This design comes from an exercise in tuning for small area and a short achievable clock period on the open sky130 flow, not from production work. In this exercise RTL edits were held to simulation tests only and were not proved equivalent to the original.

## flow/design.v (module list and top-level ports; edited modules follow where they fit)
// module full_add: 4 lines
// module half_add: 4 lines
// module error_calcu: 23 lines
// module err_sub: 257 lines
// module g_nand2: 3 lines
// module g_nor2: 3 lines
// module g_inv: 3 lines
// module g_aoi21: 3 lines
// module g_oai21: 3 lines
// module g_mux2i: 3 lines
// module coef_regs: 10 lines
// module lsm_top: 5237 lines
module lsm_top(
    (* io_buffer_type = "none" *)input clk_i,
    (* io_buffer_type = "none" *)input rst_n_i,
    (* io_buffer_type = "none" *)input signed [15:0] data_in,
    (* io_buffer_type = "none" *)input signed [15:0] data_ref,
    (* io_buffer_type = "none" *)output signed [15:0] error_o,
    (* io_buffer_type = "none" *)output signed [15:0] data_o
    );
  // ...
==> flow/flow/run.sh <==
#!/bin/bash
set -euo pipefail
MARGIN=7.4
CTS="-sink_clustering_enable -repair_clock_nets -dont_use_dummy_load"
sed -e "s/SETUP_SLACK_MARGIN=[0-9.]*/SETUP_SLACK_MARGIN=$MARGIN/" \
    -e "s/\"\${@:-finish}\"/REMOVE_ABC_BUFFERS=1 CTS_ARGS='$CTS' \"\${@:-finish}\"/" standard.sh > standard_custom.sh
grep -q "SETUP_SLACK_MARGIN=$MARGIN" standard_custom.sh
grep -q "REMOVE_ABC_BUFFERS=1" standard_custom.sh
bash standard_custom.sh > standard.log 2>&1
==> flow/standard.sh <==
#!/bin/bash
# synth_recipe.tcl (not shown) runs the flow's synth.tcl, then flattens the netlist and writes it again
# the make line also repeats each setting of config.mk as NAME=value (left out here)
make -C /OpenROAD-flow-scripts/flow DESIGN_CONFIG=/design/flow/config.mk WORK_HOME=/design/flow/orfs CLKGATE_MAP_FILE= SYNTH_SCRIPT=/design/flow/synth_recipe.tcl "${@:-finish}"
==> flow/config.mk <==
export PLATFORM = sky130hd
export DESIGN_NAME = lsm_top
export DESIGN_NICKNAME = lsm_top
export VERILOG_FILES = /design/flow/design.v
export SDC_FILE = /design/flow/constraint.sdc
export NUM_CORES = 4
export LEC_CHECK = 0
export ABC_AREA = 1
export CAP_MARGIN = 20
export CORE_MARGIN = 2
export CORE_UTILIZATION = 55
export PLACE_DENSITY = 0.65
export SETUP_SLACK_MARGIN = 5
export SLEW_MARGIN = 20
export SYNTH_HIERARCHICAL = 1
export SYNTH_MINIMUM_KEEP_SIZE = 0
==> flow/constraint.sdc <==
create_clock -name core_clock -period 14.0 [get_ports {clk_i}]
set_input_delay 2.8000 -clock core_clock [delete_from_list [all_inputs] [get_ports {clk_i}]]
set_output_delay 2.8000 -clock core_clock [all_outputs]
set_load 0.01 [all_outputs]
==> metrics.md, run 1 <==
| Metric | Value |
|---|---|
| Critical Path AT | `7.39 ns` |
| Vias per inst | `6.95` |
| Largest area contributor in the netlist | `fa_1` |
| Crit path required time | `14.62 ns` |
| Largest regs | `coef_update_dut.coefs x144, taps9 x144` |
| Final instance area | `109000 µm²` |
| Routed WL per cell | `36.1 µm` |
| Mux cell area share after synthesis | `0%` |
| Status | `no timing/DRC/antenna violations` |
| GRT busiest layer | `met2` |
| Die Height | `430 µm` |
| Layout cell share with drive strength beyond 1 | `16.0%` |
| Highest routed layer | `met5` |
| Vias in the first global route | `83381` |
| Worst setup path class | `reg2reg` |
| Syn Area/Cell | `10.4 µm²` |
| Hold Crit Start | `error_calcu_dut.ref2[4]` |
| DP HPWL | `320000 µm` |
| CP top delay family | `adder cells` |
| Met2 wire len | `175000 µm` |
| CP Launch Type | `flop` |
| Number of synthesized flops with an enable pin | `0` |
| Met1 Wirelength | `147000 µm` |
| Yosys reg bits | `573` |
| CTS tree | `built` |
| Max-cap violations | `0` |
| Ranking of synthesized cells by area | `fa_1, xor2_1, o22ai_1, dfrtp_1, dfxtp_1` |
| Placer Congestion | `1.11` |
==> run 2, diff against run 1 <==
--- a/flow/design.v
+++ b/flow/design.v
@@ -342,17 +342,102 @@
     .rst_n_i (rst_n_i),
     .data_in (data_in),
     .data_ref(data_ref),
     .valid9  (valid[9]),
     .error_o (error_o)
   );
   wire [143:0] coefs;
   wire [17:0] es = {{2{error_o[15]}}, error_o};
-  wire [17:0] e383 = (es << 8) + (es << 7) - es;
+  wire [17:0] esn = ~es;
+  wire m_1, m_2;
+  full_add um_1 (.a(es[0]), .b(es[1]), .ci(esn[8]), .s(m_1), .co(m_2));
+  wire m_3, m_4;
+  full_add um_3 (.a(es[1]), .b(es[2]), .ci(esn[9]), .s(m_3), .co(m_4));
+  wire m_5, m_6;
+  full_add um_5 (.a(es[2]), .b(es[3]), .ci(esn[10]), .s(m_5), .co(m_6));
+  wire m_7, m_8;
+  full_add um_7 (.a(es[3]), .b(es[4]), .ci(esn[11]), .s(m_7), .co(m_8));
+  wire m_9, m_10;
+  full_add um_9 (.a(es[4]), .b(es[5]), .ci(esn[12]), .s(m_9), .co(m_10));
+  wire m_11, m_12;
+  full_add um_11 (.a(es[5]), .b(es[6]), .ci(esn[13]), .s(m_11), .co(m_12));
+  wire m_13, m_14;
+  full_add um_13 (.a(es[6]), .b(es[7]), .ci(esn[14]), .s(m_13), .co(m_14));
+  wire m_15, m_16;
+  full_add um_15 (.a(es[7]), .b(es[8]), .ci(esn[15]), .s(m_15), .co(m_16));
+  wire m_17, m_18;
+  full_add um_17 (.a(es[8]), .b(es[9]), .ci(esn[16]), .s(m_17), .co(m_18));
+  wire m_19, m_20;
+  full_add um_19 (.a(es[9]), .b(es[10]), .ci(esn[17]), .s(m_19), .co(m_20));
+  wire [17:0] m_ra = {m_18, m_16, m_14, m_12, m_10, m_8, m_6, m_4, m_2, m_1, es[0], esn[6], esn[5], esn[4], esn[3], esn[2], esn[1], esn[0]};
+  wire [17:0] m_rb = {m_19, m_17, m_15, m_13, m_11, m_9, m_7, m_5, m_3, 1'b0, esn[7], 1'b0, 1'b0, 1'b0, 1'b0, 1'b0, 1'b0, 1'b1};
+  wire [17:0] m_g = m_ra & m_rb;
+  wire [17:0] m_p = m_ra ^ m_rb;
+  wire m_G1 = m_g[1] | (m_p[1] & m_g[0]);
+  wire m_G2 = m_g[3] | (m_p[3] & m_g[2]);
+  wire m_P2 = m_p[3] & m_p[2];
+  wire m_G3 = m_g[5] | (m_p[5] & m_g[4]);
+  wire m_P3 = m_p[5] & m_p[4];
+  wire m_G4 = m_g[7] | (m_p[7] & m_g[6]);
+  wire m_P4 = m_p[7] & m_p[6];
+  wire m_G5 = m_g[9] | (m_p[9] & m_g[8]);
+  wire m_P5 = m_p[9] & m_p[8];
+  wire m_G6 = m_g[11] | (m_p[11] & m_g[10]);
+  wire m_P6 = m_p[11] & m_p[10];
+  wire m_G7 = m_g[13] | (m_p[13] & m_g[12]);
+  wire m_P7 = m_p[13] & m_p[12];
+  wire m_G8 = m_g[15] | (m_p[15] & m_g[14]);
+  wire m_P8 = m_p[15] & m_p[14];
+  wire m_G9 = m_g[17] | (m_p[17] & m_g[16]);
+  wire m_P9 = m_p[17] & m_p[16];
+  wire m_G10 = m_G2 | (m_P2 & m_G1);
+  wire m_G11 = m_G4 | (m_P4 & m_G3);
+  wire m_P11 = m_P4 & m_P3;
+  wire m_G12 = m_G6 | (m_P6 & m_G5);
+  wire m_P12 = m_P6 & m_P5;
+  wire m_G13 = m_G8 | (m_P8 & m_G7);
+  wire m_P13 = m_P8 & m_P7;
+  wire m_G14 = m_G11 | (m_P11 & m_G10);
+  wire m_G15 = m_G13 | (m_P13 & m_G12);
+  wire m_P15 = m_P13 & m_P12;
+  wire m_G16 = m_G15 | (m_P15 & m_G14);
+  wire m_G17 = m_G12 | (m_P12 & m_G14);
+  wire m_G18 = m_G3 | (m_P3 & m_G10);
+  wire m_G19 = m_G5 | (m_P5 & m_G14);
+  wire m_G20 = m_G7 | (m_P7 & m_G17);
+  wire m_G21 = m_G9 | (m_P9 & m_G16);
+  wire m_G22 = m_g[2] | (m_p[2] & m_G1);
+  wire m_G23 = m_g[4] | (m_p[4] & m_G10);
+  wire m_G24 = m_g[6] | (m_p[6] & m_G18);
+  wire m_G25 = m_g[8] | (m_p[8] & m_G14);
+  wire m_G26 = m_g[10] | (m_p[10] & m_G19);
+  wire m_G27 = m_g[12] | (m_p[12] & m_G17);
+  wire m_G28 = m_g[14] | (m_p[14] & m_G20);
+  wire m_G29 = m_g[16] | (m_p[16] & m_G16);
+  wire [17:0] m_s;
+  assign m_s[0] = m_p[0];
+  assign m_s[1] = m_p[1] ^ m_g[0];
+  assign m_s[2] = m_p[2] ^ m_G1;
+  assign m_s[3] = m_p[3] ^ m_G22;
+  assign m_s[4] = m_p[4] ^ m_G10;
+  assign m_s[5] = m_p[5] ^ m_G23;
+  assign m_s[6] = m_p[6] ^ m_G18;
+  assign m_s[7] = m_p[7] ^ m_G24;
+  assign m_s[8] = m_p[8] ^ m_G14;
+  assign m_s[9] = m_p[9] ^ m_G25;
+  assign m_s[10] = m_p[10] ^ m_G19;
+  assign m_s[11] = m_p[11] ^ m_G26;
+  assign m_s[12] = m_p[12] ^ m_G17;
+  assign m_s[13] = m_p[13] ^ m_G27;
+  assign m_s[14] = m_p[14] ^ m_G20;
+  assign m_s[15] = m_p[15] ^ m_G28;
+  assign m_s[16] = m_p[16] ^ m_G16;
+  assign m_s[17] = m_p[17] ^ m_G29;
+  wire [17:0] e383 = m_s;
   wire en_one0 = e383[0] ^ 1'b0;
   wire en_two0 = (e383[1] & ~e383[0] & ~1'b0) | (~e383[1] & e383[0] & 1'b0);
   wire en_neg0 = e383[1];
   wire en_one1 = e383[2] ^ e383[1];
   wire en_two1 = (e383[3] & ~e383[2] & ~e383[1]) | (~e383[3] & e383[2] & e383[1]);
   wire en_neg1 = e383[3];
   wire en_one2 = e383[4] ^ e383[3];
   wire en_two2 = (e383[5] & ~e383[4] & ~e383[3]) | (~e383[5] & e383[4] & e383[3]);
==> flow/flow/run.sh (replaced) <==
#!/bin/bash
set -euo pipefail
MARGIN=7.2
CTS="-sink_clustering_enable -repair_clock_nets -dont_use_dummy_load"
sed -e "s/SETUP_SLACK_MARGIN=[0-9.]*/SETUP_SLACK_MARGIN=$MARGIN/" \
    -e "s/\"\${@:-finish}\"/REMOVE_ABC_BUFFERS=1 CTS_ARGS='$CTS' \"\${@:-finish}\"/" standard.sh > standard_custom.sh
grep -q "SETUP_SLACK_MARGIN=$MARGIN" standard_custom.sh
grep -q "REMOVE_ABC_BUFFERS=1" standard_custom.sh
bash standard_custom.sh > standard.log 2>&1
==> run 2 against run 1 <==
Compared with the run above: clock-buffer cell count decreased by 1; routed wire length increased by 0.51%; first-iteration DRC count increased by 2.4%; setup slack got worse by 0.095 ns; clock skew decreased by 0.039 ns; register-to-register slack got worse by 0.09 ns; final area decreased by 2.8%; via count decreased by 1.0%; sequential cell count unchanged; critical path type unchanged; critical endpoint is now sb[7].
==> metrics.md, run 2 <==
| Metric | Value |
|---|---|
| Fin cells | `11609 (was 11920)` |
| Largest regs | `coef_update_dut.coefs x144, taps9 x144 (unchanged)` |
| R2r worst-path depth | `16 (was 22)` |
| Num CTS Buffers | `76 (was 77)` |
| Vias post-DR | `81986 (was 82831)` |
| Least-Margin Pin Slew | `1.31 ns (was 1.15 ns)` |
| Finish-stage setup viols | `0 (unchanged)` |
| Fillers | `15036 (was 15057)` |
| Clock Latency Late Sink | `0.74 ns (was 0.76 ns)` |
| Count leader, synth | `xor2_1 (unchanged)` |
| Cells after Synth | `9407 (was 9607)` |
| Syn Area/Cell | `10.5 µm² (was 10.4 µm²)` |
| FFs w/ async S/R, synth | `56.5% (unchanged)` |
| Worst hold stages | `0 (unchanged)` |
| Vias in the first global route | `82954 (was 83381)` |
| Final Hold Viols | `0 (unchanged)` |
| Antenna Nets Post-Route | `0 (unchanged)` |
| Post-Place Worst Slack | `5.91 ns (was 6.07 ns)` |
| GRT Overall Usage | `47.4% (was 46.2%)` |
| Max-cap violations | `0 (unchanged)` |
| Routed WL per cell | `37.2 µm (was 36.1 µm)` |
| Final worst slack | `7.14 ns (was 7.23 ns)` |
| Ys flop type | `dfrtp_1 (unchanged)` |
| Vias per inst | `7.06 (was 6.95)` |
| CTS tree | `built (unchanged)` |
| Max-slew violations | `0 (unchanged)` |
| Multi-input gate area | `80700 µm² (was 82100 µm²)` |
| Post-route DRC | `0 (unchanged)` |
| First-pass GRT wire length | `611000 µm (was 609000 µm)` |
| Tcrit/Tclk final | `49.0% (was 48.4%)` |
| RSZ-0062 raised after global routing | `yes (unchanged)` |
| Worst reg2reg startpoint | `taps9[81] (was taps9[132])` |
| Die Height | `427 µm (was 430 µm)` |
| CTS clk-pin slew, worst paths | `0.07 ns (about the same)` |
| CP Launch Type | `flop (unchanged)` |
| # nets final | `11522 (was 11813)` |
| Ranking of synthesized cells by area | `fa_1, xor2_1, o22ai_1, dfrtp_1, dfxtp_1 (unchanged)` |
| Worst-path maximum fanout | `16 (was 15)` |
| Fmax | `146 MHz (was 148 MHz)` |
| Drt pass-1 iters | `10 (was 8)` |
| Critical Path AT | `7.41 ns (was 7.39 ns)` |
| Skew final | `0.0617 ns (was 0.101 ns)` |
| DP Cell Count | `11301 (was 11521)` |
| Hold Crit Start | `d3[10] (was error_calcu_dut.ref2[4])` |
| Placer Congestion | `1.07 (was 1.11)` |
| Register Area | `13200 µm² (was 13300 µm²)` |
| Type of the most critical hold path | `reg2reg (unchanged)` |
| Commonest cells post-synth | `xor2_1, fa_1, o22ai_1, nand2_1, inv_1 (unchanged)` |
| Remaining Overflow, GRT | `0 (unchanged)` |
| Crit end category | `flop (unchanged)` |
| Crit path required time | `14.55 ns (was 14.62 ns)` |
| R2R Setup Slk | `7.14 ns (was 7.23 ns)` |
| Clock Sinks | `573 (unchanged)` |
| Number of synthesized flops with an enable pin | `0 (unchanged)` |
| Hold EP | `d4[10] (was error_calcu_dut.ref3[4])` |
| Largest area contributor in the netlist | `fa_1 (unchanged)` |
| Number of DRC markers in iteration 0 | `12774 (was 12475)` |
| # IOs | `66 (unchanged)` |
| Layout cell share with drive strength beyond 1 | `12.5% (was 16.0%)` |
| Fin Setup TNS | `0 ns (unchanged)` |
| Largest net degree at the start of global routing | `138 (was 136)` |
| Synthesized area | `98300 µm² (was 99700 µm²)` |
| CTS Buffer Depth | `3 (unchanged)` |
| Slew Limit Headroom | `11.8% (was 23.1%)` |
| Commonest non-fill, non-tap cell in the layout | `xor2_1 (unchanged)` |
| Area added between synthesis and finish | `7.73% (was 9.26%)` |
| Worst setup path class | `reg2reg (unchanged)` |
| Chip width | `427 µm (was 430 µm)` |
| Seq/Total Area, Yosys | `13.4% (was 13.2%)` |
| Core ar. | `178000 µm² (was 181000 µm²)` |
| FF-to-FF End | `sb[7] (was sc)` |
| Status | `no timing/DRC/antenna violations (unchanged)` |
| H-Tree Depth | `3 (unchanged)` |
| Root Driver | `clkbuf_16 (unchanged)` |
| Yosys synthesis warning count | `9 (unchanged)` |
| Post-synthesis cell type count | `49 (was 46)` |
| Initial Util | `55.2% (about the same)` |
| Antenna violations before repair | `13 (was 15)` |
| Synth top area share | `40.1% (was 39.5%)` |
| Die ar. | `182000 µm² (was 185000 µm²)` |
| DP HPWL | `316000 µm (was 320000 µm)` |
| # port buffers | `65 (unchanged)` |
| Yosys reg bits | `573 (unchanged)` |
| Minimum clock period | `6.86 ns (was 6.77 ns)` |
| Wirelength, routed | `432000 µm (was 430000 µm)` |
| Std-Cell Rows | `155 (was 156)` |
| Most frequent cells in the layout | `xor2_1, fa_1, o22ai_1 (unchanged)` |
-- run 2: changes by cell type in the layout (fill, tap and decap cells not counted), sizes merged, moves of 14 or more --
| cell | before | now |
|---|---|---|
| nand3 | 49 | 32 |
| buf | 539 | 443 |
| nand2 | 904 | 803 |
| nand4 | 15 | 1 |
| inv | 613 | 532 |
| o21ai | 81 | 67 |
-- run 2: layer usage --
layer	GRT usage (%)	vias to the layer above	wire (µm)
met2	65.4	7445	177000
met1	59.6	41701	150000
li1	-	31052	-
met4	34.5	14	40100
met5	0.926	-	243
met3	19.5	1774	64600
-- run 2: worst max-delay path, stage by stage (launching register included) --
cell and delay, ns:
dfstp_2 0.60, nand2_4 0.12, bufinv_16 0.27, nand2_1 0.11
nand2_1 0.12, nand2_4 0.15, a21oi_1 0.20, xor2_1 0.53
fa_1 0.56, fa_1 0.55, fa_1 0.47, fa_1 0.55
fa_1 0.52, fa_1 0.56, fa_1 0.43, fa_1 0.51
fa_1 0.42
-- run 2: Yosys stat by module (local to each module, per instance), excerpt --
module | flip-flops and latches | cell area [µm²] | times used
err_sub | 0 | 477 | 1
error_calcu | 144 | 3050 | 1
full_add | 0 | 20.0 | 1890
g_aoi21 | 0 | 8.76 | 25
g_inv | 0 | 3.75 | 4
g_mux2i | 0 | 22.5 | 15
g_nand2 | 0 | 3.75 | 35
g_nor2 | 0 | 3.75 | 25
g_oai21 | 0 | 5.00 | 20
half_add | 0 | 12.5 | 115
-- run 2: area by class of cell --
cell class / instances / share of cell area, %
multi-input combinational: 7498 / 76.2
sequential: 573 / 12.5
timing repair buffer: 489 / 4.21
tap: 2355 / 2.78
inverter: 595 / 2.47
clock buffer: 76 / 1.80
timing repair inverter: 7 / 0.0484
antenna: 16 / 0.0378
-- run 2: cells by family after synthesis --
family,synth area share (%)
AOI/OAI and AO/OA,14.1
xor gates and xnor gates,18.1
adders and majority gates,43.7
buffers and inverters,6.08
DFF,13.4
muxes,0.0204
other,0.00381
and+or+nand+nor,4.67
-- run 2: stage by stage --
| step | utilization (%) | hold WS (ns) | area [µm²] |
|---|---|---|---|
| 2_1_floorplan | - | 0.310 | 94600 |
| 3_5_place_dp | 56.1 | 0.312 | 99900 |
| 6_report | 59.5 | 0.320 | 106000 |
| 3_3_place_gp | 56.1 | 0.310 | 99900 |
| 5_1_grt | 59.5 | 0.324 | 106000 |
| 4_1_cts | 58.3 | 0.323 | 104000 |
-- run 2: what timing repair did --
item                                    CTS  global route
pin swaps                                47            74
endpoints found under the setup margin   49            42
buffers inserted                        104           100
hold buffers                              0             0
gates cloned                              4             6
resized for setup                       426           263
-- run 2: worst max-delay path by stage --
stage,from,endpoint,slack [ns],cells past startpoint
global route,taps9[21],sc,7.04,22
global placement,data_in[1],error_o[8],5.92,8
floorplan,e_neg[1],coef_update_dut.coefs[127],5.65,12
finish,taps9[81],sb[7],7.14,16
detailed placement,data_in[1],error_o[8],5.91,8
CTS,data_in[1],error_o[8],7.09,10
==> run 3, diff against run 2 <==
--- a/flow/flow/run.sh
+++ b/flow/flow/run.sh
@@ -1,5 +1,5 @@
 #!/bin/bash
 set -euo pipefail
-MARGIN=7.2
+MARGIN=7.1
 CTS="-sink_clustering_enable -repair_clock_nets -dont_use_dummy_load"
 sed -e "s/SETUP_SLACK_MARGIN=[0-9.]*/SETUP_SLACK_MARGIN=$MARGIN/" \
==> run 3 against run 2 <==
Compared with the run above: still clean; synthesized cell count is the same; setup slack lost 0.081 ns; worst hold slack gained 0.0016 ns; routed wire length shrank 0.54%; critical path depth shrank 4; synthesized area is the same; maximum frequency shrank 1.2%; core utilization shrank 0.65 points; die area is the same; highest routed layer unchanged.
==> metrics.md, run 3 <==
| Metric | Value |
|---|---|
| Final Util | `58.8% (was 59.5%)` |
| DP HPWL | `316000 µm (unchanged)` |
| Final Hold Viols | `0 (unchanged)` |
| Synthesized area | `98300 µm² (unchanged)` |
| Fin cells | `11562 (was 11609)` |
| Placer Congestion | `1.07 (unchanged)` |
| Layout cell share with drive strength beyond 1 | `11.4% (was 12.5%)` |
| Minimum clock period | `6.95 ns (was 6.86 ns)` |
| Finish-stage setup viols | `0 (unchanged)` |
| Std-Cell Rows | `155 (unchanged)` |
| Worst-path maximum fanout | `18 (was 16)` |
| CTS Buffer Depth | `3 (unchanged)` |
| Max-slew violations | `0 (unchanged)` |
| Post-route DRC | `0 (unchanged)` |
| Count leader, synth | `xor2_1 (unchanged)` |
| Largest net degree at the start of global routing | `138 (unchanged)` |
| CTS tree | `built (unchanged)` |
| Antenna Nets Post-Route | `0 (unchanged)` |
| Final worst slack | `7.05 ns (was 7.14 ns)` |
| Delay of the slowest critical-path stage | `0.73 ns (was 0.60 ns)` |
| H-Tree Depth | `3 (unchanged)` |
| Antenna violations before repair | `14 (was 13)` |
| CP Launch Type | `flop (unchanged)` |
| Routed WL per cell | `37.2 µm (about the same)` |
| Max-cap violations | `0 (unchanged)` |
| Most used cell, CP | `fa_1 (unchanged)` |
| Synth top area share | `40.1% (unchanged)` |
| Commonest cells post-synth | `xor2_1, fa_1, o22ai_1, nand2_1, inv_1 (unchanged)` |
| Number of DRC markers in iteration 0 | `12722 (was 12774)` |
| Most frequent cells in the layout | `xor2_1, fa_1, o22ai_1 (unchanged)` |
| Slew Limit Headroom | `11.3% (was 11.8%)` |
| DP Cell Count | `11301 (unchanged)` |
| Clock Sinks | `573 (unchanged)` |
| Skew final | `0.0560 ns (was 0.0617 ns)` |
| Die Height | `427 µm (unchanged)` |
| Least-Margin Pin Slew | `1.32 ns (was 1.31 ns)` |
| Fin Setup TNS | `0 ns (unchanged)` |
| Core ar. | `178000 µm² (unchanged)` |
| Fmax | `144 MHz (was 146 MHz)` |
| Ranking of synthesized cells by area | `fa_1, xor2_1, o22ai_1, dfrtp_1, dfxtp_1 (unchanged)` |
| Post-synthesis cell type count | `49 (unchanged)` |
| Initial Util | `55.2% (unchanged)` |
| FFs w/ async S/R, synth | `56.5% (unchanged)` |
| Yosys reg bits | `573 (unchanged)` |
| Chip width | `427 µm (unchanged)` |
| Remaining Overflow, GRT | `0 (unchanged)` |
| Commonest non-fill, non-tap cell in the layout | `xor2_1 (unchanged)` |
| Yosys synthesis warning count | `9 (unchanged)` |
| # port buffers | `65 (unchanged)` |
| Drt pass-1 iters | `8 (was 10)` |
| Wirelength, routed | `430000 µm (was 432000 µm)` |
| Die ar. | `182000 µm² (unchanged)` |
| CP Buf/Inv Count | `1 (unchanged)` |
| # IOs | `66 (unchanged)` |
| Vias post-DR | `81614 (was 81986)` |
| Critical Path, Cell by Cell | `clkinvlp_4, o22ai_2, xor2_1, fa_1, fa_1, fa_1, fa_1, fa_1, fa_1, fa_1, fa_1, fa_1 (was nand2_4, bufinv_16, nand2_1, nand2_1, nand2_4, a21oi_1, xor2_1, fa_1, fa_1, fa_1, fa_1, fa_1, fa_1, fa_1, fa_1, fa_1)` |
| Num CTS Buffers | `76 (unchanged)` |
| Area added between synthesis and finish | `6.56% (was 7.73%)` |
| RSZ-0062 raised after global routing | `yes (unchanged)` |
| CTS clk-pin slew, worst paths | `0.06 ns (was 0.07 ns)` |
| # nets final | `11474 (was 11522)` |
| Post-Place Worst Slack | `5.91 ns (unchanged)` |
| Clock Latency Late Sink | `0.73 ns (was 0.74 ns)` |
| GRT Overall Usage | `47.3% (was 47.4%)` |
| Vias per inst | `7.06 (about the same)` |
| Status | `no timing/DRC/antenna violations (unchanged)` |
| Crit end category | `flop (unchanged)` |
| Ys flop type | `dfrtp_1 (unchanged)` |
| Seq/Total Area, Yosys | `13.4% (unchanged)` |
| Cells after Synth | `9407 (unchanged)` |
| Type of the most critical hold path | `reg2reg (unchanged)` |
| Largest regs | `coef_update_dut.coefs x144, taps9 x144 (unchanged)` |
| CP max-delay cell | `dfrtp_1 (was dfstp_2)` |
| Fillers | `15156 (was 15036)` |
| First-pass GRT wire length | `609000 µm (was 611000 µm)` |
| CP top delay family | `adder cells (unchanged)` |
| Root Driver | `clkbuf_16 (unchanged)` |
| Syn Area/Cell | `10.5 µm² (unchanged)` |
| Number of synthesized flops with an enable pin | `0 (unchanged)` |
| Fin Hold WS | `0.321 ns (was 0.320 ns)` |
| Tcrit/Tclk final | `49.6% (was 49.0%)` |
| Crit path required time | `14.54 ns (was 14.55 ns)` |
| Vias in the first global route | `82717 (was 82954)` |
| Worst setup path class | `reg2reg (unchanged)` |
| Critical Path AT | `7.49 ns (was 7.41 ns)` |
| Largest area contributor in the netlist | `fa_1 (unchanged)` |
-- run 3: cell counts after synthesis --
No cell type changed its count.
-- run 3: worst paths after layout --
kind,start,end,slack (ns),cells past startpoint
hold reg to reg,d3[10],d4[10],0.32,0
setup / recovery,coef_update_dut.coefs[95],sb[7],7.05,12
min in group asynchronous,rst_n_i,coef_update_dut.coefs[109],1.97,1
setup reg to reg,coef_update_dut.coefs[95],sb[7],7.05,12
hold / removal,d3[10],d4[10],0.32,0
max in group asynchronous,rst_n_i,taps9[49],9.88,3
-- run 3: per-stage QoR --
stage | area, µm²
after floorplan | 94600
after global placement | 99900
after detailed placement | 99900
after CTS | 103000
after global routing | 105000
final | 105000
-- run 3: Yosys stat by module, one instance, submodules excluded, excerpt --
| module | times used | cell area, µm² | cells inside | flops+latches |
|---|---|---|---|---|
| g_mux2i | 15 | 22.5 | 6 | 0 |
| g_oai21 | 20 | 5.00 | 1 | 0 |
| g_inv | 4 | 3.75 | 1 | 0 |
| half_add | 115 | 12.5 | 1 | 0 |
| g_aoi21 | 25 | 8.76 | 1 | 0 |
| g_nand2 | 35 | 3.75 | 1 | 0 |
| full_add | 1890 | 20.0 | 1 | 0 |
| err_sub | 1 | 477 | 126 | 0 |
-- run 3: layer usage --
metal  share of wire (%)  up-vias  routed length [µm]  global-route usage, %
met5               0.064        -                 273                  0.952
met4                 9.5       14               40800                   34.7
met3                  15     1771               64500                   19.4
met2                  41     7488              176000                   65.2
met1                  34    41394              148000                   59.4
li1                    -    30947                   -                      -
-- run 3: logic make-up after synthesis --
| family | after synthesis | synth area share (%) |
|---|---|---|
| adders and majority gates | 2248 | 43.7 |
| other | 1 | 0.00381 |
| DFF | 573 | 13.4 |
| AOI/OAI and AO/OA | 2115 | 14.1 |
| and+or+nand+nor | 1094 | 4.67 |
| muxes | 2 | 0.0204 |
| buffers and inverters | 1340 | 6.08 |
| xor gates and xnor gates | 2034 | 18.1 |
-- run 3: layout make-up --
type | count | area [µm²] | share of cell area (%)
antenna | 17 | 42.5 | 0.0406
multi-input combinational | 7497 | 80200 | 76.6
tap | 2355 | 2950 | 2.81
sequential | 573 | 13200 | 12.6
clock buffer | 76 | 1900 | 1.82
timing repair buffer | 444 | 3860 | 3.69
inverter | 595 | 2540 | 2.42
timing repair inverter | 5 | 32.5 | 0.0311
-- run 3: timing repair --
item,CTS,global route
pin swaps,36,28
resized for setup,331,183
buffers inserted,82,79
cloned,3,2
setup endpoints to repair,46,34
hold buffers,0,0
==> run 4, diff against run 3 <==
--- a/flow/flow/run.sh
+++ b/flow/flow/run.sh
@@ -1,5 +1,5 @@
 #!/bin/bash
 set -euo pipefail
-MARGIN=7.1
+MARGIN=7.2
 CTS="-sink_clustering_enable -repair_clock_nets -dont_use_dummy_load"
 sed -e "s/SETUP_SLACK_MARGIN=[0-9.]*/SETUP_SLACK_MARGIN=$MARGIN/" \
--- a/flow/config.mk
+++ b/flow/config.mk
@@ -7,10 +7,10 @@
 export LEC_CHECK = 0
 export ABC_AREA = 1
-export CAP_MARGIN = 20
+export CAP_MARGIN = 5
 export CORE_MARGIN = 2
 export CORE_UTILIZATION = 55
 export PLACE_DENSITY = 0.65
 export SETUP_SLACK_MARGIN = 5
-export SLEW_MARGIN = 20
+export SLEW_MARGIN = 5
 export SYNTH_HIERARCHICAL = 1
 export SYNTH_MINIMUM_KEEP_SIZE = 0
==> run 4 against run 3 <==
Compared with the run above: still clean on timing, DRC and antenna; routed wire length rose by 0.54%; maximum frequency up 1.2%; setup slack better by 0.080 ns; first-iteration DRC count fell by 0.92%; clock skew grew 0.0047 ns; non-clock buffer count is 44 higher; core utilization is 0.64 points higher; critical path depth grew 4; die area unchanged; sequential cell count stayed put; highest routed layer unchanged.
==> metrics.md, run 4 <==
| Metric | Value |
|---|---|
| Status | `no timing/DRC/antenna violations (unchanged)` |
| Final worst slack | `7.13 ns (was 7.05 ns)` |
| Vias in the first global route | `82954 (was 82717)` |
| Largest regs | `coef_update_dut.coefs x144, taps9 x144 (unchanged)` |
| Syn Area/Cell | `10.5 µm² (unchanged)` |
| Commonest cells post-synth | `xor2_1, fa_1, o22ai_1, nand2_1, inv_1 (unchanged)` |
| Synthesized area | `98300 µm² (unchanged)` |
| Fin cells | `11615 (was 11562)` |
| Wirelength, routed | `432000 µm (was 430000 µm)` |
| Post-Place Worst Slack | `5.91 ns (unchanged)` |
| Core ar. | `178000 µm² (unchanged)` |
| # nets final | `11521 (was 11474)` |
| Antenna violations before repair | `14 (unchanged)` |
| Die Height | `427 µm (unchanged)` |
| Vias post-DR | `82115 (was 81614)` |
| Type of the most critical hold path | `reg2reg (unchanged)` |
| Cells after Synth | `9407 (unchanged)` |
| RSZ-0062 raised after global routing | `yes (unchanged)` |
| Post-route DRC | `0 (unchanged)` |
| Clock Sinks | `573 (unchanged)` |
| Routed WL per cell | `37.2 µm (about the same)` |
| Least-Margin Pin Slew | `1.29 ns (was 1.32 ns)` |
| Slew Limit Headroom | `13.2% (was 11.3%)` |
| Worst setup path class | `reg2reg (unchanged)` |
| Std-Cell Rows | `155 (unchanged)` |
| Number of DRC markers in iteration 0 | `12605 (was 12722)` |
| Ys flop type | `dfrtp_1 (unchanged)` |
| Crit end category | `flop (unchanged)` |
| DP Cell Count | `11301 (unchanged)` |
| Num CTS Buffers | `76 (unchanged)` |
| Fmax | `146 MHz (was 144 MHz)` |
| Ranking of synthesized cells by area | `fa_1, xor2_1, o22ai_1, dfrtp_1, dfxtp_1 (unchanged)` |
| Antenna Nets Post-Route | `0 (unchanged)` |
| Commonest non-fill, non-tap cell in the layout | `xor2_1 (unchanged)` |
| DP HPWL | `316000 µm (unchanged)` |
| Minimum clock period | `6.87 ns (was 6.95 ns)` |
| FFs w/ async S/R, synth | `56.5% (unchanged)` |
| Placer Congestion | `1.07 (unchanged)` |
| Hold buffer count at cts | `0 (unchanged)` |
| Root Driver | `clkbuf_16 (unchanged)` |
| Skew final | `0.0606 ns (was 0.0560 ns)` |
| Area added between synthesis and finish | `7.72% (was 6.56%)` |
| Number of synthesized flops with an enable pin | `0 (unchanged)` |
| CTS tree | `built (unchanged)` |
| Tcrit/Tclk final | `49.0% (was 49.6%)` |
| Critical Path AT | `7.41 ns (was 7.49 ns)` |
| Worst-path maximum fanout | `16 (was 18)` |
| Final Hold Viols | `0 (unchanged)` |
| Largest area contributor in the netlist | `fa_1 (unchanged)` |
| Die ar. | `182000 µm² (unchanged)` |
| Drt pass-1 iters | `10 (was 8)` |
| GRT Overall Usage | `47.4% (was 47.3%)` |
| Yosys synthesis warning count | `9 (unchanged)` |
| Post-synthesis cell type count | `49 (unchanged)` |
| R2r worst-path depth | `16 (was 12)` |
| Finish-stage setup viols | `0 (unchanged)` |
| Remaining Overflow, GRT | `0 (unchanged)` |
| # port buffers | `65 (unchanged)` |
| Fin Setup TNS | `0 ns (unchanged)` |
| CP Launch Type | `flop (unchanged)` |
| Max-cap violations | `0 (unchanged)` |
| H-Tree Depth | `3 (unchanged)` |
| Clock Latency Late Sink | `0.73 ns (about the same)` |
| CTS Buffer Depth | `3 (unchanged)` |
| First-pass GRT wire length | `611000 µm (was 609000 µm)` |
| Vias per inst | `7.07 (was 7.06)` |
| Seq/Total Area, Yosys | `13.4% (unchanged)` |
| Largest net degree at the start of global routing | `138 (unchanged)` |
| # IOs | `66 (unchanged)` |
| Yosys reg bits | `573 (unchanged)` |
| CTS clk-pin slew, worst paths | `0.07 ns (was 0.06 ns)` |
| Initial Util | `55.2% (unchanged)` |
| Chip width | `427 µm (unchanged)` |
| Count leader, synth | `xor2_1 (unchanged)` |
| Crit path required time | `14.54 ns (about the same)` |
| Most frequent cells in the layout | `xor2_1, fa_1, o22ai_1 (unchanged)` |
| Fin Hold WS | `0.320 ns (was 0.321 ns)` |
| Synth top area share | `40.1% (unchanged)` |
| Worst hold stages | `0 (unchanged)` |
| Max-slew violations | `0 (unchanged)` |
| Layout cell share with drive strength beyond 1 | `12.5% (was 11.4%)` |
run 4: cell types whose count changed in the layout (fill, tap and decap cells not counted), sizes merged:
| cell | delta |
|---|---|
| inv | -5 |
| clkdlybuf4s15 | -1 |
| clkinv | +3 |
| bufinv | +1 |
| clkinvlp | +3 |
| diode | +6 |
| a21oi | +1 |
| buf | +45 |
run 4: metal layers:
layer  routed length [µm]  global-route usage, %
met1               150000                   59.6
met2               177000                   65.4
met3                64500                   19.5
met4                40600                   34.5
met5                  345                  0.926
run 4: logic make-up after synthesis:
| group | after synthesis | share of synthesized area, % |
|---|---|---|
| other cells | 1 | 0.00381 |
| buf+inv | 1340 | 6.08 |
| flops | 573 | 13.4 |
| compound gates | 2115 | 14.1 |
| mux | 2 | 0.0204 |
| fa+ha+maj | 2248 | 43.7 |
| simple gates | 1094 | 4.67 |
| xor+xnor | 2034 | 18.1 |
run 4: metrics by stage:
stage,cell area [µm²],util [%]
detailed placement,99900,56.1
global placement,99900,56.1
finish,106000,59.5
floorplan,94600,-
global route,106000,59.5
CTS,104000,58.3
run 4: worst max-delay path, cell delays in order, from the launching register on:
cell,delay [ns]
dfstp_2,0.60
nand2_4,0.12
bufinv_16,0.27
nand2_1,0.11
nand2_1,0.12
nand2_4,0.16
a21oi_1,0.20
xor2_1,0.54
fa_1,0.56
fa_1,0.54
fa_1,0.46
fa_1,0.55
fa_1,0.52
fa_1,0.56
fa_1,0.43
fa_1,0.51
fa_1,0.42
run 4: final timing paths:
path	slack, ns	startpoint	end
setup / recovery	7.13	taps9[81]	sb[7]
hold / removal	0.32	d3[10]	d4[10]
setup reg to reg	7.13	taps9[81]	sb[7]
hold reg to reg	0.32	d3[10]	d4[10]
max in group asynchronous	9.39	rst_n_i	taps9[49]
min in group asynchronous	2.14	rst_n_i	coef_update_dut.coefs[109]
run 4: modules after synthesis (local to each module, per instance), a selection:
module       flip-flops and latches  times used  cell area [µm²]  cells
coef_regs                       144           1             3600    144
err_sub                           0           1              477    126
error_calcu                     144           1             3050    178
g_inv                             0           4             3.75      1
g_nor2                            0          25             3.75      1
half_add                          0         115             12.5      1
run 4: layout make-up:
| class | instances | area (µm²) |
|---|---|---|
| timing repair buffer | 488 | 4430 |
| multi-input combinational | 7498 | 80700 |
| timing repair inverter | 7 | 51.3 |
| antenna | 23 | 57.6 |
| inverter | 595 | 2620 |
| tap | 2355 | 2950 |
| clock buffer | 76 | 1900 |
| fill | 15031 | 72100 |
| sequential | 573 | 13200 |
run 4: repair_timing:
item	CTS	global route
buffers inserted	104	101
cloned	4	6
resized for setup	426	264
pin swaps	47	74
endpoints found under the setup margin	49	42

[re-timing with driven ports]
No port has a modelled driver above. Below, the same layouts with a new extraction and two added sets of constraints. Step 1 (the two cells are an assumption about what drives the block):
set clk [get_ports {clk_i}]
set_driving_cell -lib_cell sky130_fd_sc_hd__clkbuf_16 $clk
set_driving_cell -lib_cell sky130_fd_sc_hd__buf_2 [delete_from_list [all_inputs] $clk]
Step 2, shift: input delay + t, output delay - t, t = (earliest + latest rising clock arrival at the registers) / 2. This alone moves slack from input paths to output paths. a / b / c = no drivers / after step 1 / after step 2; a / b = the first two.
| run | shift t [ns] | setup WS [ns] | worst setup path at the end | worst slew at a driven data input, ns |
|---|---|---|---|---|
| run 1 | 0.802 | 7.231 / 7.222 / 7.222 | input to output | 0.09 |
| run 2 | 0.795 | 7.136 / 7.061 / 7.061 | input to output | 0.11 |
| run 3 | 0.792 | 7.055 / 7.054 / 7.054 | input to output | 0.11 |
| run 4 | 0.791 | 7.135 / 7.053 / 7.053 | input to output | 0.11 |
After both steps setup and hold are still met in every run listed. For run 4, which loses most, drivers alone change the setup slack by -0.082 ns; drivers and shift together by -0.082 ns.
